What follows belongs to an exercise in optimizing a design on an open flow for small area; a production flow would make more cautious choices.
Function was checked by simulation only, so behaviour that the tests miss may differ from the original.
Power and IR drop assume default switching activity.

## tv80n
module tv80n(m1_n, mreq_n, iorq_n, rd_n, wr_n, rfsh_n, halt_n, busak_n, A, dout, pc, reset_n, clk, wait_n, int_n, nmi_n, busrq_n, di);
Size in the first run: roughly 3100 cells after synthesis, ~350 flip-flops, about 24000 sq um of cells after synthesis.
==> flow/config.mk <==
export PLATFORM = sky130hd
export DESIGN_NAME = tv80n
export DESIGN_NICKNAME = tv80n
export VERILOG_FILES = /design/flow/design.v
export SDC_FILE = /design/flow/constraint.sdc
export NUM_CORES = 4
export LEC_CHECK = 0
export CAP_MARGIN = 20
export CORE_MARGIN = 2
export CORE_UTILIZATION = 40
export GPL_TIMING_DRIVEN = 0
export SLEW_MARGIN = 20
==> flow/constraint.sdc <==
create_clock -name core_clock -period 12.0 [get_ports {clk}]
set_input_delay 2.4000 -clock core_clock [delete_from_list [all_inputs] [get_ports {clk}]]
set_output_delay 2.4000 -clock core_clock [all_outputs]
set_load 0.01 [all_outputs]
standard.sh (not shown) runs the stock make flow with config.mk's settings and CLKGATE_MAP_FILE= SYNTH_SCRIPT=/design/flow/synth_recipe.tcl, a recipe that flattens the netlist after the stock synthesis.
==> flow/flow/run.sh <==
#!/bin/bash
# Own layout flow: the standard ORFS flow (standard.sh) with three changes
#  1. synthesis: the standard synthesis script, except that ABC maps the logic with
#     flow/nf.abc (&nf, area-oriented) instead of ORFS's abc script; flip-flops are
#     mapped by the standard dfflibmap step, so the registers are the standard ones
#  2. port buffers use sky130_fd_sc_hd__buf_1 (every port still gets its buffer)
#  3. CTS: clkbuf_8 leaf clusters of at most 12 sinks, no dummy loads
# Each step's full output goes to a log file in the work folder.
set -euo pipefail
W=$(pwd)
{
  cat <<'TCL'
proc abc {args} {
  set i [lsearch -exact $args -script]
  if {$i >= 0} { lset args [expr {$i + 1}] $::env(MY_ABC_SCRIPT) }
  yosys abc {*}$args
}
TCL
  cat "$W/synth_recipe.tcl"
} > "$W/own_synth.tcl"
export MY_ABC_SCRIPT="$W/flow/nf.abc"
bash "$W/standard.sh" "SYNTH_SCRIPT=$W/own_synth.tcl" synth > "$W/synth.log" 2>&1
bash "$W/standard.sh" "SYNTH_SCRIPT=$W/own_synth.tcl" \
  "BUFFER_PORTS_ARGS=-buffer_cell sky130_fd_sc_hd__buf_1" \
  "CTS_ARGS=-sink_clustering_enable -repair_clock_nets -dont_use_dummy_load -buf_list sky130_fd_sc_hd__clkbuf_8 -sink_clustering_size 12 -sink_clustering_max_diameter 60" \
  finish > "$W/layout.log" 2>&1
==> flow/flow/nf.abc <==
strash
&get -n
&st
&dch
&nf -R 1000
&put
The baseline finished with timing, DRC and antenna clean.
==> next run, changes <==
- CORE_UTILIZATION: 40 -> 70
- GPL_TIMING_DRIVEN: 0 -> unset
Result: Now the flow did not get past global routing. Synthesized cell count stays the same. Synthesized area stays the same.
==> next run, changes <==
==> flow/run.sh (new file) <==
#!/bin/bash
# synth_recipe.tcl (not shown) runs the flow's synth.tcl, then flattens the netlist and writes it again
# the make line also repeats each setting of config.mk as NAME=value (left out here)
make -C /OpenROAD-flow-scripts/flow DESIGN_CONFIG=/design/flow/config.mk WORK_HOME=/design/flow/orfs CLKGATE_MAP_FILE= SYNTH_SCRIPT=/design/flow/synth_recipe.tcl finish
- ABC_AREA: unset -> 1
- CORE_UTILIZATION: 70 -> 50
- CTS_BUF_LIST: unset -> sky130_fd_sc_hd__clkbuf_8
- CTS_CLUSTER_DIAMETER: unset -> 60
- CTS_CLUSTER_SIZE: unset -> 12
removed: flow/flow/run.sh
removed: flow/flow/nf.abc
removed: flow/standard.sh
Effect: This time the run ran to the end with no violations; synthesized area increases by roughly a tenth; synthesized cell count increases by a quarter to a third.
==> next run, changes <==
==> flow/flow/run.sh (new file) <==
#!/bin/bash
# Own layout flow: the standard ORFS flow (standard.sh) with three changes
#  1. synthesis: the standard synthesis script, except that ABC maps the logic with
#     flow/nf.abc (&nf, area-oriented) instead of ORFS's abc script, and adders are
#     left to ABC (no ADDER_MAP_FILE half/full-adder extraction); flip-flops are
#     mapped by the standard dfflibmap step, so the registers are the standard ones
#  2. port buffers use sky130_fd_sc_hd__buf_1 (every port still gets its buffer)
#  3. CTS: clkbuf_8 leaf clusters of at most 12 sinks, no dummy loads
# Each step's full output goes to a log file in the work folder.
set -euo pipefail
W=$(pwd)
{
  cat <<'TCL'
proc abc {args} {
  set i [lsearch -exact $args -script]
  if {$i >= 0} { lset args [expr {$i + 1}] $::env(MY_ABC_SCRIPT) }
  yosys abc {*}$args
}
TCL
  cat "$W/synth_recipe.tcl"
} > "$W/own_synth.tcl"
export MY_ABC_SCRIPT="$W/flow/nf.abc"
bash "$W/standard.sh" "SYNTH_SCRIPT=$W/own_synth.tcl" "ADDER_MAP_FILE=" synth > "$W/synth.log" 2>&1
bash "$W/standard.sh" "SYNTH_SCRIPT=$W/own_synth.tcl" "ADDER_MAP_FILE=" \
  "BUFFER_PORTS_ARGS=-buffer_cell sky130_fd_sc_hd__buf_1" \
  "CTS_ARGS=-sink_clustering_enable -repair_clock_nets -dont_use_dummy_load -buf_list sky130_fd_sc_hd__clkbuf_8 -sink_clustering_size 12 -sink_clustering_max_diameter 60" \
  finish > "$W/layout.log" 2>&1
==> flow/flow/nf.abc (new file) <==
strash
&get -n
&st
&dch
&nf -R 1000
&put
==> flow/standard.sh (new file) <==
#!/bin/bash
# synth_recipe.tcl (not shown) runs the flow's synth.tcl, then flattens the netlist and writes it again
# the make line also repeats each setting of config.mk as NAME=value (left out here)
make -C /OpenROAD-flow-scripts/flow DESIGN_CONFIG=/design/flow/config.mk WORK_HOME=/design/flow/orfs CLKGATE_MAP_FILE= SYNTH_SCRIPT=/design/flow/synth_recipe.tcl "${@:-finish}"
- ABC_AREA: 1 -> unset
- CORE_UTILIZATION: 50 -> 40
- CTS_BUF_LIST: sky130_fd_sc_hd__clkbuf_8 -> unset
- CTS_CLUSTER_DIAMETER: 60 -> unset
- CTS_CLUSTER_SIZE: 12 -> unset
- GPL_TIMING_DRIVEN: unset -> 0
removed: flow/run.sh
What happened: Via count is lower by roughly a tenth; core utilization fell by 9.5 points; worst setup slack loses 1500 ps; area after synthesis decreases by roughly a tenth; global-route usage went down by 9.5 points; die area rises by roughly a tenth; final area is lower by a little under a tenth; sequential share of layout area rises by 2.4 points; clock power fell by roughly a tenth.

* * *

tv80n, a different RTL version from the one above (not shown whole).
Size: about 3100 cells after synthesis, about 350 flip-flops, ~62 I/O pins, ~24000 sq um of cells after synthesis.
==> flow/config.mk <==
export PLATFORM = sky130hd
export DESIGN_NAME = tv80n
export DESIGN_NICKNAME = tv80n
export VERILOG_FILES = /design/flow/design.v
export SDC_FILE = /design/flow/constraint.sdc
export NUM_CORES = 4
export LEC_CHECK = 0
export CAP_MARGIN = 15
export CORE_MARGIN = 2
export CORE_UTILIZATION = 40
export GPL_TIMING_DRIVEN = 0
export SETUP_SLACK_MARGIN = 0.1
export SLEW_MARGIN = 15
==> flow/constraint.sdc <==
create_clock -name core_clock -period 12.0 [get_ports {clk}]
set_input_delay 2.4000 -clock core_clock [delete_from_list [all_inputs] [get_ports {clk}]]
set_output_delay 2.4000 -clock core_clock [all_outputs]
set_load 0.01 [all_outputs]
==> flow/flow/run.sh <==
#!/bin/bash
# Own layout flow: the standard ORFS flow (standard.sh) with three changes
#  1. synthesis: the standard synthesis script, except that ABC maps the logic with
#     flow/nf.abc (&nf, area-oriented) instead of ORFS's abc script, and adders are
#     left to ABC (no ADDER_MAP_FILE half/full-adder extraction); flip-flops are
#     mapped by the standard dfflibmap step, so the registers are the standard ones
#  2. port buffers use sky130_fd_sc_hd__buf_1 (every port still gets its buffer)
#  3. CTS: clkbuf_4 leaf clusters of at most 8 sinks, no dummy loads
# Each step's full output goes to a log file in the work folder.
set -euo pipefail
W=$(pwd)
{
  cat <<'TCL'
proc abc {args} {
  set i [lsearch -exact $args -script]
  if {$i >= 0} { lset args [expr {$i + 1}] $::env(MY_ABC_SCRIPT) }
  yosys abc {*}$args
}
TCL
  cat "$W/synth_recipe.tcl"
} > "$W/own_synth.tcl"
export MY_ABC_SCRIPT="$W/flow/nf.abc"
bash "$W/standard.sh" "SYNTH_SCRIPT=$W/own_synth.tcl" "ADDER_MAP_FILE=" synth > "$W/synth.log" 2>&1
bash "$W/standard.sh" "SYNTH_SCRIPT=$W/own_synth.tcl" "ADDER_MAP_FILE=" \
  "BUFFER_PORTS_ARGS=-buffer_cell sky130_fd_sc_hd__buf_1" \
  "CTS_ARGS=-sink_clustering_enable -repair_clock_nets -dont_use_dummy_load -buf_list sky130_fd_sc_hd__clkbuf_4 -sink_clustering_size 8 -sink_clustering_max_diameter 50" \
  finish > "$W/layout.log" 2>&1
==> flow/flow/nf.abc <==
strash
&get -n
&st
&dch
&nf -R 1000
&put
The baseline passed the timing, design-rule and antenna checks.
==> next run, changes <==
CAP_MARGIN = 20   (was 15)
SLEW_MARGIN = 20   (was 15)
The changed run finished with timing, DRC and antenna clean.
Wire length barely changes.
Area after synthesis does not change.
First-iteration DRC count shrinks by 3.1%.
Hold slack improves by 0.0064 ns.
Power hardly moves.
